This design comes from an exercise in tuning for small area and a short achievable clock period on the open sky130 flow, not from production work. Where RTL was checked, it was by simulation tests only, not by an equivalence proof against the original. No activity file was given, so power comes from the tool's default toggle rates.

==> flow/design.v (excerpt) <==
module cpu_core (
    input  wire        clk,
    input  wire        rst_n,
    output wire        bus_valid,
    output wire        bus_write,
    output wire [18:0] bus_addr,
    output wire [18:0] bus_wdata,
    input  wire [18:0] bus_rdata
);
Size in the first run: ~4700 cells after synthesis, ~61 I/O pins.
export LEC_CHECK = 0
export ABC_AREA = 1
export CAP_MARGIN = 20
export CORE_MARGIN = 2
export CORE_UTILIZATION = 40
export SLEW_MARGIN = 20
export TNS_END_PERCENT = 5
create_clock -name core_clock -period 45.0 [get_ports {clk}]
standard.sh (not shown) runs the stock make flow with config.mk's settings and CLKGATE_MAP_FILE= SYNTH_SCRIPT=/design/flow/synth_recipe.tcl, a recipe that flattens the netlist after the stock synthesis.
==> flow/flow/run.sh <==
#!/bin/bash
# The standard layout, with timing repair asked to leave more setup
# slack than the clock period needs (SETUP_SLACK_MARGIN, in ns, from
# flow/margin.txt), so that the layout's critical path comes out shorter.
set -euo pipefail
export SETUP_SLACK_MARGIN="$(cat flow/margin.txt)"
bash standard.sh > standard.log 2>&1
==> flow/flow/margin.txt <==
26
Rerun with:
==> flow/flow/margin.txt (replaced) <==
20
What happened:
- total power falls by about 20%
- final cell count fell by about 7%
- area after synthesis does not change
- utilization came out lower by 9.5 points
Function was not checked in any run of this note: the RTL went through the layout flow alone.

* * *

cpu_core, a different RTL version from the one above (not shown whole).
Size in the first run: about 28000 sq um of cells after synthesis.
## cpu_core
module cpu_core (
    input  wire        clk,
    input  wire        rst_n,
    output wire        bus_valid,
    output wire        bus_write,
    output wire [18:0] bus_addr,
    output wire [18:0] bus_wdata,
    input  wire [18:0] bus_rdata
);
    wire        fetch_en;
    wire [4:0]  opcode;
    wire [2:0]  rd;
    wire [18:0] next_instr;         
    if_stage ifs (
        .clk(clk),
        .rst_n(rst_n),
        .ibus_rdata(bus_rdata),
        .fetch_en(fetch_en),
        .next_instr(next_instr),
        .opcode(opcode),
        .rd(rd)
    );
    wire [2:0] rs1_n, rs2_n;
    id_stage id (
        .instruction(next_instr),
        .rs1(rs1_n),
        .rs2(rs2_n)
    );
    wire [18:0] alu_result;
    wire        mem_access = (opcode == 5'd8) | (opcode == 5'd9);
    wire        reg_write  = ~mem_access & (rd != 3'd0);
    wire [18:0] rf_a, rf_b;
    regfile rf (
        .clk(clk),
        .rd_addr(rd),
        .rs1_addr(rs1_n),
        .rs2_addr(rs2_n),
        .wb_data(alu_result),
        .reg_write(reg_write),
  ...
==> flow/config.mk <==
export PLATFORM = sky130hd
export DESIGN_NAME = cpu_core
export DESIGN_NICKNAME = cpu_core
export VERILOG_FILES = /design/flow/design.v
export SDC_FILE = /design/flow/constraint.sdc
export NUM_CORES = 4
export LEC_CHECK = 0
export ABC_AREA = 1
export CAP_MARGIN = 20
export CORE_MARGIN = 2
export CORE_UTILIZATION = 50
export PLACE_DENSITY = 0.7
export SLEW_MARGIN = 20
export TNS_END_PERCENT = 5
==> flow/constraint.sdc <==
create_clock -name core_clock -period 45.0 [get_ports {clk}]
set_input_delay 9.0000 -clock core_clock [delete_from_list [all_inputs] [get_ports {clk}]]
set_output_delay 9.0000 -clock core_clock [all_outputs]
set_load 0.01 [all_outputs]
==> flow/flow/run.sh <==
#!/bin/bash
# The standard layout with three changes:
#  1. after the standard synthesis, the combinational logic is mapped again
#     by ABC with the full/half adder cells dissolved (flow/resyn.tcl); every
#     register and tie cell is kept as the standard synthesis made it;
#  2. timing repair is asked to leave more setup slack than the clock period
#     needs (SETUP_SLACK_MARGIN, in ns, from flow/margin.txt);
#  3. every input and output port is still given a buffer, but a plain
#     buf_4 rather than the delay cell buffer_ports picks by default.
set -euo pipefail
R=orfs/results/sky130hd/cpu_core/base
bash standard.sh synth > synth.log 2>&1
cp "$R/1_2_yosys.v" std_1_2_yosys.v
RESYN_IN=std_1_2_yosys.v RESYN_OUT="$R/1_2_yosys.v" RESYN_TMP=resyn_flat.v \
RESYN_SCRIPT=flow/abc.script RESYN_CONSTR=flow/abc.constr RESYN_STAT=resyn_stat.txt \
    yosys -c flow/resyn.tcl > resyn.log 2>&1
rm -f "$R/1_synth.odb" "$R/1_synth.sdc"
export SETUP_SLACK_MARGIN="$(cat flow/margin.txt)"
export BUFFER_PORTS_ARGS="-buffer_cell sky130_fd_sc_hd__buf_4"
bash standard.sh > standard.log 2>&1
==> flow/flow/margin.txt <==
26
Other scripts of this flow, unchanged in this note and not shown: flow/flow/abc.constr, flow/flow/abc.script, flow/flow/resyn.tcl
Next try:
==> flow/flow/margin.txt (replaced) <==
27
CORE_UTILIZATION = 40   (was 50)
PLACE_DENSITY = not set   (was 0.7)
The new run completed with no timing, DRC or antenna violations.
Via count rises slightly.
Clock power is about the same.
Count of clock-buffer cells in the layout is higher by 6.
Next try:
==> flow/flow/margin.txt (replaced) <==
26
Outcome: Setup slack is worse by 0.32 ns. Count of clock-buffer cells in the layout stays the same. Hold slack is better by 0.012 ns. Design area is lower by about 6%. Final cell count is lower by about 1.5%. Maximum frequency is lower by about 1.7%.
Next try:
CORE_UTILIZATION = 60   (was 40)
PLACE_DENSITY = 0.8   (was not set)
=> Core utilization increases by 21 points. Area after synthesis does not change. Total power drops by 2.0%. Clock power goes down by about 6%.

* * *

The RTL this note starts from:
==> flow/design.v <==
module if_stage (
    input  wire        clk,
    input  wire        rst_n,
    input  wire [18:0] ibus_rdata,
    output reg         fetch_en,
    output wire [18:0] next_instr,
    output reg  [4:0]  opcode,
    output reg  [2:0]  rd
);
    assign next_instr = ibus_rdata & {19{fetch_en}};
    always @(posedge clk or negedge rst_n) begin
        if (!rst_n) begin
            fetch_en <= 1'b0;
            opcode   <= 5'd0;
            rd       <= 3'd0;
        end else begin
            fetch_en <= 1'b1;
            opcode   <= next_instr[18:14];
            rd       <= next_instr[13:11];
        end
    end
endmodule
module id_stage (
    input  [18:0] instruction,
    output [2:0]  rs1,
    output [2:0]  rs2
);
    assign rs1 = instruction[10:8];
    assign rs2 = instruction[7:5];
endmodule
module regfile (
    input         clk,
    input  [2:0]  rd_addr,
    input  [2:0]  rs1_addr,
    input  [2:0]  rs2_addr,
    input  [18:0] wb_data,
    input         reg_write,
    output [18:0] rs1_data,
    output [18:0] rs2_data
);
    reg [18:0] registers [1:7];
    always @(posedge clk) begin
        if (reg_write && rd_addr != 3'd0)
            registers[rd_addr] <= wb_data;
    end
    assign rs1_data = (rs1_addr == 3'd0) ? 19'd0 : registers[rs1_addr];
    assign rs2_data = (rs2_addr == 3'd0) ? 19'd0 : registers[rs2_addr];
endmodule
module alu #(parameter integer SP = 10) (
    input             clk,
    input             rst_n,
    input      [18:0] a_next,
    input      [18:0] b_next,
    input      [4:0]  op_next,
    input      [4:0]  opcode,
    output reg [18:0] operand_a,
    output reg [18:0] operand_b,
    output reg [18:0] result
);
    localparam integer NK = SP / 2;    
    wire        div_n = op_next[0];    
    wire [18:0] y_n   = div_n ? b_next : a_next;
    wire [20:0] y3_n  = {2'b0, y_n} + {1'b0, y_n, 1'b0};
    wire [18:0] z1_n  = div_n ? (~b_next + 19'd1) : a_next;
    wire [18:0] z3_n  = div_n ? (~y3_n[18:0] + 19'd1) : y3_n[18:0];
    wire        bz_n  = ~|b_next;
    wire [9:0]  ok3_n;
    genvar k;
    generate
        for (k = 0; k < 10; k = k + 1) begin : ok3g
            assign ok3_n[k] = ~|(y3_n >> (19 - 2*k));
        end
    endgenerate
    wire [18:0] acc_n;
    wire [19:SP] q_n;
    md_steps #(.HI(18), .LO(SP)) pre (
        .acc_in(a_next & {19{div_n}}), .z1(z1_n), .z3(z3_n), .div(div_n),
        .b(b_next), .ok3(ok3_n[9:NK]), .acc_out(acc_n), .q(q_n)
    );
    reg  [18:SP]   acc_hi;
    reg  [18:SP]   q_hi;
    reg  [18:0]    z1, z3;
    reg  [NK-1:0]  ok3;
    reg            div_r;
    reg            bz;
    always @(posedge clk or negedge rst_n) begin
        if (!rst_n) begin
            operand_a <= 19'd0;
            operand_b <= 19'd0;
        end else begin
            operand_a <= a_next;
            operand_b <= b_next;
        end
    end
    always @(posedge clk) begin
        acc_hi <= acc_n[18:SP];
        q_hi   <= q_n[18:SP];
        z1     <= z1_n;
        z3     <= z3_n;
        ok3    <= ok3_n[NK-1:0];
        div_r  <= div_n;
        bz     <= bz_n;
    end
    wire [18:0] a = operand_a;
    wire [18:0] b = operand_b;
    wire [18:0] prod;
    wire [SP-1:0] q_lo;
    md_steps #(.HI(SP-2), .LO(0)) post (
        .acc_in({acc_hi, a[SP-1:0] & {SP{div_r}}}), .z1(z1), .z3(z3), .div(div_r),
        .b(b), .ok3(ok3), .acc_out(prod), .q(q_lo)
    );
    wire [18:0] quot = {q_hi, q_lo} | {19{bz}};
    wire [18:0] addb = opcode[3] ? {19{opcode[0]}} : (b ^ {19{opcode[0]}});
    wire [18:0] sum  = a + addb + {18'd0, opcode[0] ^ opcode[3]};
    always @(*) begin
        case (opcode)
            5'd0, 5'd1, 5'd8, 5'd9: result = sum;
            5'd2: result = prod;
            5'd3: result = quot;
            5'd4: result = a & b;
            5'd5: result = a | b;
            5'd6: result = a ^ b;
            5'd7: result = ~a;
            default: result = 19'd0;
        endcase
    end
endmodule
module md_steps #(parameter integer HI = 18, parameter integer LO = 0) (
    input  [18:0]      acc_in,
    input  [18:0]      z1,
    input  [18:0]      z3,
    input              div,
    input  [18:0]      b,
    input  [HI/2:LO/2] ok3,
    output [18:0]      acc_out,
    output [HI+1:LO]   q
);
    wire [18:0] acc [LO:HI+2];
    assign acc[HI+2] = acc_in;
    assign acc_out = acc[LO];
    wire [18:0] z2 = {z1[17:0], 1'b0};
    genvar s;
    generate
        for (s = HI; s >= LO; s = s - 2) begin : st
            localparam integer W = 19 - s;
            wire [W-1:0] r = acc[s+2][18:s];
            wire [W-1:0] nr;
            if (W == 1) begin : top
                wire x = r[0] ^ z1[0];
                wire c1 = ~|b[18:1] & (r[0] & z1[0]);
                wire e1 = div ? c1 : b[18];
                assign q[s] = c1;
                assign q[s+1] = 1'b0;
                assign nr = e1 ? x : r;
            end else if (s == 0) begin : last
                wire [W:0] x1, x2, x3;
                addc #(W) u1 (.x(r), .y(z1[W-1:0]), .ci(1'b0), .s(x1[W-1:0]), .co(x1[W]));
                addc #(W) u2 (.x(r), .y(z2[W-1:0]), .ci(1'b0), .s(x2[W-1:0]), .co(x2[W]));
                addc #(W) u3 (.x(r), .y(z3[W-1:0]), .ci(1'b0), .s(x3[W-1:0]), .co(x3[W]));
                wire ok2 = ~|(b >> (W-1));
                wire c1 = x1[W];
                wire c2 = ok2 & x2[W];
                wire c3 = ok3[s/2] & x3[W];
                assign q[s+1] = c2;
                assign q[s]   = c3 | (c1 & ~c2);
                wire [W-1:0] mz = b[s+1] ? (b[s] ? z3[W-1:0] : z2[W-1:0]) :
                                           (b[s] ? z1[W-1:0] : {W{1'b0}});
                wire pco;
                addc #(W) um (.x(r), .y(mz), .ci(1'b0), .s(nr), .co(pco));
            end else begin : full
                wire [W:0] x1, x2, x3;
                addc #(W) u1 (.x(r), .y(z1[W-1:0]), .ci(1'b0), .s(x1[W-1:0]), .co(x1[W]));
                addc #(W) u2 (.x(r), .y(z2[W-1:0]), .ci(1'b0), .s(x2[W-1:0]), .co(x2[W]));
                addc #(W) u3 (.x(r), .y(z3[W-1:0]), .ci(1'b0), .s(x3[W-1:0]), .co(x3[W]));
                wire ok1 = (W >= 19) ? 1'b1 : ~|(b >> W);
                wire ok2 = ~|(b >> (W-1));
                wire c1 = ok1 & x1[W];
                wire c2 = ok2 & x2[W];
                wire c3 = ok3[s/2] & x3[W];
                assign q[s+1] = c2;
                assign q[s]   = c3 | (c1 & ~c2);
                wire e3 = div ? c3 : (b[s+1] & b[s]);
                wire e2 = div ? c2 : b[s+1];
                wire e1 = div ? c1 : b[s];
                assign nr = e3 ? x3[W-1:0] : e2 ? x2[W-1:0] : e1 ? x1[W-1:0] : r;
            end
            if (s == 0) begin : l
                assign acc[s] = nr;
            end else begin : m
                assign acc[s] = {nr, acc[s+2][s-1:0]};
            end
        end
    endgenerate
endmodule
module addc #(parameter integer W = 8) (
    input  [W-1:0] x, input [W-1:0] y, input ci,
    output [W-1:0] s, output co
);
    localparam integer L = (W <= 2) ? 1 : (W <= 4) ? 2 : (W <= 8) ? 3 : (W <= 16) ? 4 : 5;
    wire [W-1:0] g [0:L];
    wire [W-1:0] p [0:L];
    assign g[0] = {x[W-1:1] & y[W-1:1], (x[0] & y[0]) | ((x[0] | y[0]) & ci)};
    assign p[0] = {x[W-1:1] | y[W-1:1], 1'b0};
    genvar l, i;
    generate
        for (l = 0; l < L; l = l + 1) begin : lv
            for (i = 0; i < W; i = i + 1) begin : bt
                if ((i >> l) & 1) begin : c
                    localparam integer J = ((i >> l) << l) - 1;
                    assign g[l+1][i] = g[l][i] | (p[l][i] & g[l][J]);
                    assign p[l+1][i] = p[l][i] & p[l][J];
                end else begin : n
                    assign g[l+1][i] = g[l][i];
                    assign p[l+1][i] = p[l][i];
                end
            end
        end
    endgenerate
    wire [W-1:0] c = {g[L][W-2:0], ci};
    assign s  = x ^ (y ^ c);
    assign co = g[L][W-1];
endmodule
module cpu_core (
    input  wire        clk,
    input  wire        rst_n,
    output wire        bus_valid,
    output wire        bus_write,
    output wire [18:0] bus_addr,
    output wire [18:0] bus_wdata,
    input  wire [18:0] bus_rdata
);
    wire        fetch_en;
    wire [4:0]  opcode;
    wire [2:0]  rd;
    wire [18:0] next_instr;         
    if_stage ifs (
        .clk(clk),
        .rst_n(rst_n),
        .ibus_rdata(bus_rdata),
        .fetch_en(fetch_en),
        .next_instr(next_instr),
        .opcode(opcode),
        .rd(rd)
    );
    wire [2:0] rs1_n, rs2_n;
    id_stage id (
        .instruction(next_instr),
        .rs1(rs1_n),
        .rs2(rs2_n)
    );
    wire [18:0] alu_result;
    wire        mem_access = (opcode == 5'd8) | (opcode == 5'd9);
    wire        reg_write  = ~mem_access & (rd != 3'd0);
    wire [18:0] rf_a, rf_b;
    regfile rf (
        .clk(clk),
        .rd_addr(rd),
        .rs1_addr(rs1_n),
        .rs2_addr(rs2_n),
        .wb_data(alu_result),
        .reg_write(reg_write),
        .rs1_data(rf_a),
        .rs2_data(rf_b)
    );
    wire [18:0] a_n = (reg_write && rd == rs1_n) ? alu_result : rf_a;
    wire [18:0] b_n = (reg_write && rd == rs2_n) ? alu_result : rf_b;
    wire [18:0] op_a, op_b;
    wire [18:0] quot;
    alu alu_u (
        .clk(clk),
        .rst_n(rst_n),
        .a_next(a_n),
        .b_next(b_n),
        .op_next(next_instr[18:14]),
        .opcode(opcode),
        .operand_a(op_a),
        .operand_b(op_b),
        .result(alu_result)
    );
    assign bus_valid = mem_access;
    assign bus_write = (opcode == 5'd9);
    assign bus_addr  = alu_result;
    assign bus_wdata = op_b;
endmodule
clock: 45.0 ns
lec_check: 0
abc_area: 1
cap_margin: 20
core_margin: 2
core_utilization: 40
cts_buf_list: sky130_fd_sc_hd__clkbuf_4 sky130_fd_sc_hd__clkbuf_8
cts_cluster_size: 24
slew_margin: 20
tns_end_percent: 5
==> flow/flow/abc.constr <==
set_driving_cell sky130_fd_sc_hd__buf_1
set_load 5
==> flow/flow/abc.script <==
strash
dch
map -B 0.9
topo
stime -c
buffer -c
upsize -c
dnsize -c
==> flow/flow/margin.txt <==
26
==> flow/flow/resyn.tcl <==
# Re-map the combinational logic of the standard synthesis netlist with ABC,
# keeping every register (and tie cell) exactly as the standard synthesis
# left it: same instances, names and cell types.
yosys -import
set lib $::env(FLOW_HOME)/platforms/sky130hd/lib/sky130_fd_sc_hd__tt_025C_1v80.lib
set in  $::env(RESYN_IN)
set out $::env(RESYN_OUT)
set script $::env(RESYN_SCRIPT)
read_liberty -ignore_miss_func $lib
read_verilog $in
hierarchy -top $::env(FLOW_TOP)
setattr -mod -set blackbox 1 sky130_fd_sc_hd__df* sky130_fd_sc_hd__edf* sky130_fd_sc_hd__conb*
flatten
opt_clean -purge
write_verilog -noattr $::env(RESYN_TMP)
design -reset
read_liberty -lib $lib
read_verilog $::env(RESYN_TMP)
hierarchy -top $::env(FLOW_TOP)
techmap
opt -fast -purge
set du {}
foreach c {probe_p_8 probec_p_8 lpflow_bleeder_1 lpflow_clkbufkapwr_1 lpflow_clkbufkapwr_16 lpflow_clkbufkapwr_2 lpflow_clkbufkapwr_4 lpflow_clkbufkapwr_8 lpflow_clkinvkapwr_1 lpflow_clkinvkapwr_16 lpflow_clkinvkapwr_2 lpflow_clkinvkapwr_4 lpflow_clkinvkapwr_8 lpflow_decapkapwr_12 lpflow_decapkapwr_3 lpflow_decapkapwr_4 lpflow_decapkapwr_6 lpflow_decapkapwr_8 lpflow_inputiso0n_1 lpflow_inputiso0p_1 lpflow_inputiso1n_1 lpflow_inputiso1p_1 lpflow_inputisolatch_1 lpflow_isobufsrc_1 lpflow_isobufsrc_16 lpflow_isobufsrc_2 lpflow_isobufsrc_4 lpflow_isobufsrc_8 lpflow_isobufsrckapwr_16 lpflow_lsbuf_lh_hl_isowell_tap_1 lpflow_lsbuf_lh_hl_isowell_tap_2 lpflow_lsbuf_lh_hl_isowell_tap_4 lpflow_lsbuf_lh_isowell_4 lpflow_lsbuf_lh_isowell_tap_1 lpflow_lsbuf_lh_isowell_tap_2 lpflow_lsbuf_lh_isowell_tap_4} {
    lappend du -dont_use sky130_fd_sc_hd__$c
}
abc -liberty $lib -script $script -constr $::env(RESYN_CONSTR) -D 45000 {*}$du
# internal nets get plain generated names; ports keep theirs
yosys rename -hide w:*.*
opt_clean -purge
splitnets
opt_clean -purge
insbuf -buf sky130_fd_sc_hd__buf_4 A X
opt_clean -purge
check -assert
tee -o $::env(RESYN_STAT) stat -liberty $lib
write_verilog -noattr -nohex -nodec $out
Scripts as last shown in full above: flow/flow/run.sh
Next try:
==> flow/flow/run.sh (replaced) <==
#!/bin/bash
# The standard layout with two changes:
#  1. after the standard synthesis, the combinational logic is mapped again
#     by ABC with the full/half adder cells dissolved (flow/resyn.tcl); every
#     register and tie cell is kept as the standard synthesis made it;
#  2. timing repair is asked to leave more setup slack than the clock period
#     needs (SETUP_SLACK_MARGIN, in ns, from flow/margin.txt).
set -euo pipefail
R=orfs/results/sky130hd/cpu_core/base
bash standard.sh synth > synth.log 2>&1
cp "$R/1_2_yosys.v" std_1_2_yosys.v
RESYN_IN=std_1_2_yosys.v RESYN_OUT="$R/1_2_yosys.v" RESYN_TMP=resyn_flat.v \
RESYN_SCRIPT=flow/abc.script RESYN_CONSTR=flow/abc.constr RESYN_STAT=resyn_stat.txt \
    yosys -c flow/resyn.tcl > resyn.log 2>&1
rm -f "$R/1_synth.odb" "$R/1_synth.sdc"
export SETUP_SLACK_MARGIN="$(cat flow/margin.txt)"
bash standard.sh > standard.log 2>&1
==> flow/flow/margin.txt (replaced) <==
24
--- a/flow/config.mk
+++ b/flow/config.mk
@@ -10,6 +10,4 @@
 export CORE_MARGIN = 2
 export CORE_UTILIZATION = 40
-export CTS_BUF_LIST = sky130_fd_sc_hd__clkbuf_4 sky130_fd_sc_hd__clkbuf_8
-export CTS_CLUSTER_SIZE = 24
 export SLEW_MARGIN = 20
 export TNS_END_PERCENT = 5
Outcome: Design area shrinks by 4.0%. Critical path depth shrinks by 2. Register-to-register slack loses 1.3 ns. Non-clock buffer count shrinks by 57.
Next try:
--- a/flow/flow/run.sh
+++ b/flow/flow/run.sh
@@ -1,9 +1,11 @@
 #!/bin/bash
-# The standard layout with two changes:
+# The standard layout with three changes:
 #  1. after the standard synthesis, the combinational logic is mapped again
 #     by ABC with the full/half adder cells dissolved (flow/resyn.tcl); every
 #     register and tie cell is kept as the standard synthesis made it;
 #  2. timing repair is asked to leave more setup slack than the clock period
-#     needs (SETUP_SLACK_MARGIN, in ns, from flow/margin.txt).
+#     needs (SETUP_SLACK_MARGIN, in ns, from flow/margin.txt);
+#  3. every input and output port is still given a buffer, but a plain
+#     buf_4 rather than the delay cell buffer_ports picks by default.
 set -euo pipefail
 R=orfs/results/sky130hd/cpu_core/base
@@ -15,3 +17,4 @@
 rm -f "$R/1_synth.odb" "$R/1_synth.sdc"
 export SETUP_SLACK_MARGIN="$(cat flow/margin.txt)"
+export BUFFER_PORTS_ARGS="-buffer_cell sky130_fd_sc_hd__buf_4"
 bash standard.sh > standard.log 2>&1
==> flow/flow/margin.txt (replaced) <==
26
--- a/flow/config.mk
+++ b/flow/config.mk
@@ -7,7 +7,9 @@
 export LEC_CHECK = 0
 export ABC_AREA = 1
-export CAP_MARGIN = 20
+export CAP_MARGIN = 5
 export CORE_MARGIN = 2
 export CORE_UTILIZATION = 40
-export SLEW_MARGIN = 20
+export CTS_BUF_LIST = sky130_fd_sc_hd__clkbuf_4 sky130_fd_sc_hd__clkbuf_8
+export CTS_CLUSTER_SIZE = 24
+export SLEW_MARGIN = 5
 export TNS_END_PERCENT = 5
After rerunning:
- The new run ran to the end with no violations
- via count rose by 1.4%
- fmax rose by about 9%
- count of clock-buffer cells in the layout rose by 22
- wire length rose by about 2.7%
- sequential power hardly moves
- first-iteration DRC count rose by about 7%
- total power rose by about 4.3%
- die area is unchanged
- synthesized cell count does not change
Next try:
==> flow/config.mk (replaced) <==
export PLATFORM = sky130hd
export DESIGN_NAME = cpu_core
export DESIGN_NICKNAME = cpu_core
export VERILOG_FILES = /design/flow/design.v
export SDC_FILE = /design/flow/constraint.sdc
export NUM_CORES = 4
export LEC_CHECK = 0
export ABC_AREA = 1
export CAP_MARGIN = 20
export CORE_MARGIN = 2
export CORE_UTILIZATION = 40
export SLEW_MARGIN = 20
export TNS_END_PERCENT = 5
- The changed run passed the timing, DRC and antenna checks
- setup slack gets better by 0.18 ns
- fmax climbs by 1.0%
- cell count goes down by 0.42%
- sequential power stays flat
- flip-flop and latch count is unchanged
- design area is about the same
- sequential share of layout area barely changes
- total power hardly moves

[port drivers added, routing unchanged]
Ports are ideal in the flow. The routed layouts listed here were re-timed in OpenROAD.
Step 1 assumes that a clkbuf_16 drives the clock port and a buf_2 every other input.
Step 2, shift: input delay + t, output delay - t, t = (earliest + latest rising clock arrival at the registers) / 2. This alone moves slack from input paths to output paths.
Slacks: ideal ports / drivers / drivers and shift; pairs: ideal ports / drivers.
run | shift t [ns] | setup WS [ns] | worst hold slack (ns) | worst setup path at the end | pins driven straight from the clock port
the first run of note 1 | 0.612 | 24.928 / 24.872 / 24.719 | 0.568 / 0.568 / 0.568 | input to register | 1
the second run of note 1 | 0.605 | 21.886 / 21.886 / 21.832 | 0.578 / 0.578 / 0.578 | input to register | 1
the first run of note 2 | 0.629 | 26.499 / 26.446 / 27.075 | 0.722 / 0.722 / 0.722 | register to output | 1
the second run of note 2 | 0.637 | 26.875 / 26.820 / 27.457 | 0.717 / 0.717 / 0.717 | register to output | 1
the third run of note 2 | 0.640 | 26.554 / 26.500 / 27.140 | 0.730 / 0.730 / 0.730 | register to output | 1
the fourth run of note 2 | 0.626 | 26.446 / 26.391 / 27.017 | 0.742 / 0.742 / 0.742 | register to output | 1
the first run of note 3 | 0.627 | 26.390 / 26.341 / 26.300 | 0.718 / 0.718 / 0.718 | input to register | 1
the second run of note 3 | 0.615 | 24.611 / 24.553 / 25.168 | 0.715 / 0.715 / 0.715 | register to output | 1
the third run of note 3 | 0.623 | 26.291 / 26.243 / 26.255 | 0.719 / 0.719 / 0.719 | input to register | 1
the fourth run of note 3 | 0.619 | 26.476 / 26.422 / 26.426 | 0.722 / 0.722 / 0.722 | input to register | 1
After both steps every run listed still meets setup and hold. The setup slack of the first run of note 1, which loses most, moves by -0.056 ns with the drivers and by -0.209 ns with both steps.
